What follows belongs to an exercise in optimizing a design on an open flow for small area; a production flow would make more cautious choices.
RTL that was checked went through simulation tests only; none was proved equivalent to the original.
Power and IR drop assume default switching activity.

==> inputs of run E <==
==> flow/design.v <==
module alu_regs(
    input  wire        clk,
    input  wire [63:0] op1,
    input  wire [63:0] op2,
    input  wire [3:0]  alu_ctrl,
    output reg  [63:0] result,
    output reg         zero
);
    reg  [63:0] op1_q, op2_q;
    reg  [3:0]  alu_ctrl_q;
    wire [63:0] alu_result;
    wire        alu_zero;
    alu alu_inst (
        .op1(op1_q),
        .op2(op2_q),
        .alu_ctrl(alu_ctrl_q),
        .result(alu_result),
        .zero(alu_zero)
    );
    always @(posedge clk) begin
        op1_q      <= op1;
        op2_q      <= op2;
        alu_ctrl_q <= alu_ctrl;
        result     <= alu_result;
        zero       <= alu_zero;
    end
endmodule

module base_alu(
    input  wire [63:0] op1, op2,
    input  wire [3:0]  alu_ctrl,
    output wire [63:0] result
);
    reg [63:0] base_result;
    localparam ALU_ADD  = 4'b0000;
    localparam ALU_SUB  = 4'b0001;
    localparam ALU_AND  = 4'b0010;
    localparam ALU_OR   = 4'b0011;
    localparam ALU_XOR  = 4'b0100;
    localparam ALU_NOT  = 4'b0101;
    localparam ALU_SLT  = 4'b0110;   
    localparam ALU_SLTU = 4'b0111;   
    localparam ALU_SLL  = 4'b1000;   
    localparam ALU_SRL  = 4'b1001;   
    localparam ALU_SRA  = 4'b1010;   
    always @* begin
        case (alu_ctrl)
            ALU_ADD: base_result = op1 + op2;
            ALU_SUB: base_result = op1 - op2;
            ALU_AND: base_result = op1 & op2;
            ALU_OR:  base_result = op1 | op2;
            ALU_XOR: base_result = op1 ^ op2;
            ALU_NOT: base_result = ~op1;
            ALU_SLT: base_result = ($signed(op1) < $signed(op2)) ? 64'd1 : 64'd0;
            ALU_SLTU: base_result = (op1 < op2) ? 64'd1 : 64'd0;
            ALU_SLL: base_result = op1 << op2[5:0]; 
            ALU_SRL: base_result = op1 >> op2[5:0];
            ALU_SRA: base_result = $signed(op1) >>> op2[5:0];
            default: base_result = 64'b0;
        endcase
    end
    assign result = base_result;
endmodule
module alu(
    input  wire [63:0] op1, op2,
    input  wire [3:0]  alu_ctrl,
    output wire [63:0] result,
    output wire        zero                
);
    wire [63:0] base_result;
    base_alu base_alu_inst (
        .op1(op1),
        .op2(op2),
        .alu_ctrl(alu_ctrl),
        .result(base_result)
    );
    assign result = base_result;
    assign zero = (base_result == 64'b0);
endmodule
==> flow/run.sh <==
#!/bin/bash
# synth_recipe.tcl (not shown) runs the flow's synth.tcl, then flattens the netlist and writes it again
# the make line also repeats each setting of config.mk as NAME=value (left out here)
make -C /OpenROAD-flow-scripts/flow DESIGN_CONFIG=/design/flow/config.mk WORK_HOME=/design/flow/orfs CLKGATE_MAP_FILE= SYNTH_SCRIPT=/design/flow/synth_recipe.tcl finish
==> flow/config.mk <==
export PLATFORM = sky130hd
export DESIGN_NAME = alu_regs
export DESIGN_NICKNAME = alu_regs
export VERILOG_FILES = /design/flow/design.v
export SDC_FILE = /design/flow/constraint.sdc
export NUM_CORES = 8
export LEC_CHECK = 0
export CAP_MARGIN = 20
export CORE_MARGIN = 2
export CORE_UTILIZATION = 40
export SETUP_SLACK_MARGIN = 0.15
export SLEW_MARGIN = 20
==> flow/constraint.sdc <==
create_clock -name core_clock -period 6.0 [get_ports {clk}]
set_input_delay 1.2000 -clock core_clock [delete_from_list [all_inputs] [get_ports {clk}]]
set_output_delay 1.2000 -clock core_clock [all_outputs]
set_load 0.01 [all_outputs]
==> run M (differences from run E) <==
==> flow/design.v (replaced) <==
module alu_regs(
    input  wire        clk,
    input  wire [63:0] op1,
    input  wire [63:0] op2,
    input  wire [3:0]  alu_ctrl,
    output reg  [63:0] result,
    output reg         zero
);
    reg  [63:0] op1_q, op2_q;
    reg  [3:0]  alu_ctrl_q;
    wire [63:0] alu_result;
    wire        alu_zero;
    alu alu_inst (
        .op1(op1_q),
        .op2(op2_q),
        .alu_ctrl(alu_ctrl_q),
        .result(alu_result),
        .zero(alu_zero)
    );
    always @(posedge clk) begin
        op1_q      <= op1;
        op2_q      <= op2;
        alu_ctrl_q <= alu_ctrl;
        result     <= alu_result;
        zero       <= alu_zero;
    end
endmodule

module base_alu(
    input  wire [63:0] op1, op2,
    input  wire [3:0]  alu_ctrl,
    output wire [63:0] result
);
    wire c0 = alu_ctrl == 4'd0;    
    wire c1 = alu_ctrl == 4'd1;    
    wire c2 = alu_ctrl == 4'd2;    
    wire c3 = alu_ctrl == 4'd3;    
    wire c4 = alu_ctrl == 4'd4;    
    wire c5 = alu_ctrl == 4'd5;    
    wire c6 = alu_ctrl == 4'd6;    
    wire c7 = alu_ctrl == 4'd7;    
    wire c8 = alu_ctrl == 4'd8;    
    wire c9 = alu_ctrl == 4'd9;    
    wire c10 = alu_ctrl == 4'd10;  
    wire sub = c1 | c6 | c7;
    wire [63:0] bx = op2 ^ {64{sub}};
    wire [63:0] p = op1 ^ bx;
    wire [63:0] g = op1 & bx;
    localparam K = 8;
    wire [64:0] c;
    wire [63:0] gl, pl;
    wire [64/K:0] cb;
    assign cb[0] = sub;
    genvar i;
    generate
        for (i = 0; i < 64; i = i + 1) begin : g_carry
            if (i % K == 0) begin : g_first
                assign gl[i] = g[i];
                assign pl[i] = p[i];
            end else begin : g_next
                assign gl[i] = g[i] | (p[i] & gl[i-1]);
                assign pl[i] = p[i] & pl[i-1];
            end
            assign c[i+1] = gl[i] | (pl[i] & cb[i/K]);
            if (i % K == K - 1) begin : g_blk
                assign cb[i/K+1] = c[i+1];
            end
        end
    endgenerate
    assign c[0] = sub;
    wire [63:0] sum = p ^ c[63:0];
    wire ltu = ~c[64];
    wire lts = (op1[63] ^ op2[63]) ? op1[63] : ltu;
    wire [63:0] rin;
    generate
        for (i = 0; i < 64; i = i + 1) begin : g_rev
            assign rin[i] = c8 ? op1[63-i] : op1[i];
        end
    endgenerate
    wire fill = c10 & op1[63];
    wire [63:0] sr = $signed({fill, rin}) >>> op2[5:0];
    wire [63:0] sl;
    generate
        for (i = 0; i < 64; i = i + 1) begin : g_rev2
            assign sl[i] = sr[63-i];
        end
    endgenerate
    assign result = ({64{c0 | c1}} & sum)
                  | ({64{c2 | c3}} & (op1 & op2))
                  | ({64{c3 | c4}} & (op1 ^ op2))
                  | ({64{c5}} & ~op1)
                  | {63'd0, (c6 & lts) | (c7 & ltu)}
                  | ({64{c8}} & sl)
                  | ({64{c9 | c10}} & sr);
endmodule
module alu(
    input  wire [63:0] op1, op2,
    input  wire [3:0]  alu_ctrl,
    output wire [63:0] result,
    output wire        zero
);
    wire [63:0] base_result;
    base_alu base_alu_inst (
        .op1(op1),
        .op2(op2),
        .alu_ctrl(alu_ctrl),
        .result(base_result)
    );
    assign result = base_result;
    assign zero = ~|base_result;
endmodule
--- a/flow/config.mk
+++ b/flow/config.mk
@@ -7,2 +7,3 @@
 export LEC_CHECK = 0
+export ABC_AREA = 1
 export CAP_MARGIN = 20
@@ -10,3 +11,3 @@
 export CORE_UTILIZATION = 40
-export SETUP_SLACK_MARGIN = 0.15
+export SETUP_SLACK_MARGIN = 0.05
 export SLEW_MARGIN = 20
==> run C (differences from run E) <==
==> flow/design.v (replaced) <==
module alu_regs(
    input  wire        clk,
    input  wire [63:0] op1,
    input  wire [63:0] op2,
    input  wire [3:0]  alu_ctrl,
    output reg  [63:0] result,
    output reg         zero
);
    reg  [63:0] op1_q, op2_q;
    reg  [3:0]  alu_ctrl_q;
    wire [63:0] alu_result;
    wire        alu_zero;
    alu alu_inst (
        .op1(op1_q),
        .op2(op2_q),
        .alu_ctrl(alu_ctrl_q),
        .result(alu_result),
        .zero(alu_zero)
    );
    always @(posedge clk) begin
        op1_q      <= op1;
        op2_q      <= op2;
        alu_ctrl_q <= alu_ctrl;
        result     <= alu_result;
        zero       <= alu_zero;
    end
endmodule

module base_alu(
    input  wire [63:0] op1, op2,
    input  wire [3:0]  alu_ctrl,
    output wire [63:0] result
);
    wire c0 = alu_ctrl == 4'd0;    
    wire c1 = alu_ctrl == 4'd1;    
    wire c2 = alu_ctrl == 4'd2;    
    wire c3 = alu_ctrl == 4'd3;    
    wire c4 = alu_ctrl == 4'd4;    
    wire c5 = alu_ctrl == 4'd5;    
    wire c6 = alu_ctrl == 4'd6;    
    wire c7 = alu_ctrl == 4'd7;    
    wire c8 = alu_ctrl == 4'd8;    
    wire c9 = alu_ctrl == 4'd9;    
    wire c10 = alu_ctrl == 4'd10;  
    wire sub = c1 | c6 | c7;
    wire arith = c0 | c1 | c6 | c7;
    wire [63:0] bx = (op2 ^ {64{sub}}) | {64{c5}};
    wire [63:0] p = op1 ^ bx;
    wire [63:0] g = op1 & bx & {64{arith}};
    localparam K = 8;
    wire [64:0] c;
    wire [63:0] gl, pl;
    wire [64/K:0] cb;
    assign cb[0] = sub;
    genvar i;
    generate
        for (i = 0; i < 64; i = i + 1) begin : g_carry
            if (i % K == 0) begin : g_first
                assign gl[i] = g[i];
                assign pl[i] = p[i];
            end else begin : g_next
                assign gl[i] = g[i] | (p[i] & gl[i-1]);
                assign pl[i] = p[i] & pl[i-1];
            end
            assign c[i+1] = gl[i] | (pl[i] & cb[i/K]);
            if (i % K == K - 1) begin : g_blk
                assign cb[i/K+1] = c[i+1];
            end
        end
    endgenerate
    assign c[0] = sub;
    wire [63:0] sum = p ^ c[63:0];
    wire ltu = ~c[64];
    wire lts = (op1[63] ^ op2[63]) ? op1[63] : ltu;
    wire [63:0] rin;
    generate
        for (i = 0; i < 64; i = i + 1) begin : g_rev
            assign rin[i] = (c8 & op1[63-i]) | ((c9 | c10) & op1[i]);
        end
    endgenerate
    wire fill = c10 & op1[63];
    wire [63:0] sr = $signed({fill, rin}) >>> op2[5:0];
    wire [63:0] sl;
    generate
        for (i = 0; i < 64; i = i + 1) begin : g_rev2
            assign sl[i] = sr[63-i];
        end
    endgenerate
    wire [63:0] ab = op1 & op2;
    assign result = ({64{c0 | c1 | c4 | c5}} & sum)
                  | ({64{c2 | c3}} & ab)
                  | ({64{c3}} & p)
                  | {63'd0, (c6 & lts) | (c7 & ltu)}
                  | ({64{c8}} & sl)
                  | ({64{c9 | c10}} & sr);
endmodule
module alu(
    input  wire [63:0] op1, op2,
    input  wire [3:0]  alu_ctrl,
    output wire [63:0] result,
    output wire        zero
);
    wire [63:0] base_result;
    base_alu base_alu_inst (
        .op1(op1),
        .op2(op2),
        .alu_ctrl(alu_ctrl),
        .result(base_result)
    );
    assign result = base_result;
    assign zero = ~|base_result;
endmodule
--- a/flow/config.mk
+++ b/flow/config.mk
@@ -7,2 +7,3 @@
 export LEC_CHECK = 0
+export ABC_AREA = 1
 export CAP_MARGIN = 20
@@ -10,3 +11,3 @@
 export CORE_UTILIZATION = 40
-export SETUP_SLACK_MARGIN = 0.15
+export SETUP_SLACK_MARGIN = 0.05
 export SLEW_MARGIN = 20
==> summary of the runs <==
- Between run M and run E, the lower combinational power is in run M (gap about 43%, measured against run E).
- Total power, lowest first: run C, run M, run E.
- Synthesized cell count: run C < run M < run E.
- Against run M, the die area of run C is smaller by about 8%.
- Synthesized area: run C < run M < run E.
- Register-to-register slack, highest first: run C, run M, run E.
- Clock power: run C < run M < run E.
- Against run M, the via count of run C is smaller by 14%.
- The lowest cell area belongs to run C, the highest to run E.
Only the layout flow was run in run M; the RTL was not checked for function there.

==> separate check: timing with driven ports <==
Ports are ideal in the flow. The routed layouts listed here were re-timed in OpenROAD.
Step 1 assumes that a clkbuf_16 drives the clock port and a buf_2 every other input.
Step 2 moves the port delays by t, midway between the first and last clock arrival at a register: inputs arrive t later, outputs are due t later. That takes back most of the time a late clock gives input paths.
Three values: ideal, step 1, step 2; two values: the first two.
| run | shift t [ns] | slack for setup (ns) | worst setup path after step 2 | worst data-port slew with drivers (ns) |
|---|---|---|---|---|
| run E | 0.587 | 0.264 / 0.264 / 0.264 | register to register | 0.10 |
| run M | 0.556 | 0.280 / 0.280 / 0.280 | register to register | 0.08 |
| run C | 0.520 | 0.621 / 0.621 / 0.621 | register to register | 0.07 |
After both steps every run listed still meets setup and hold.
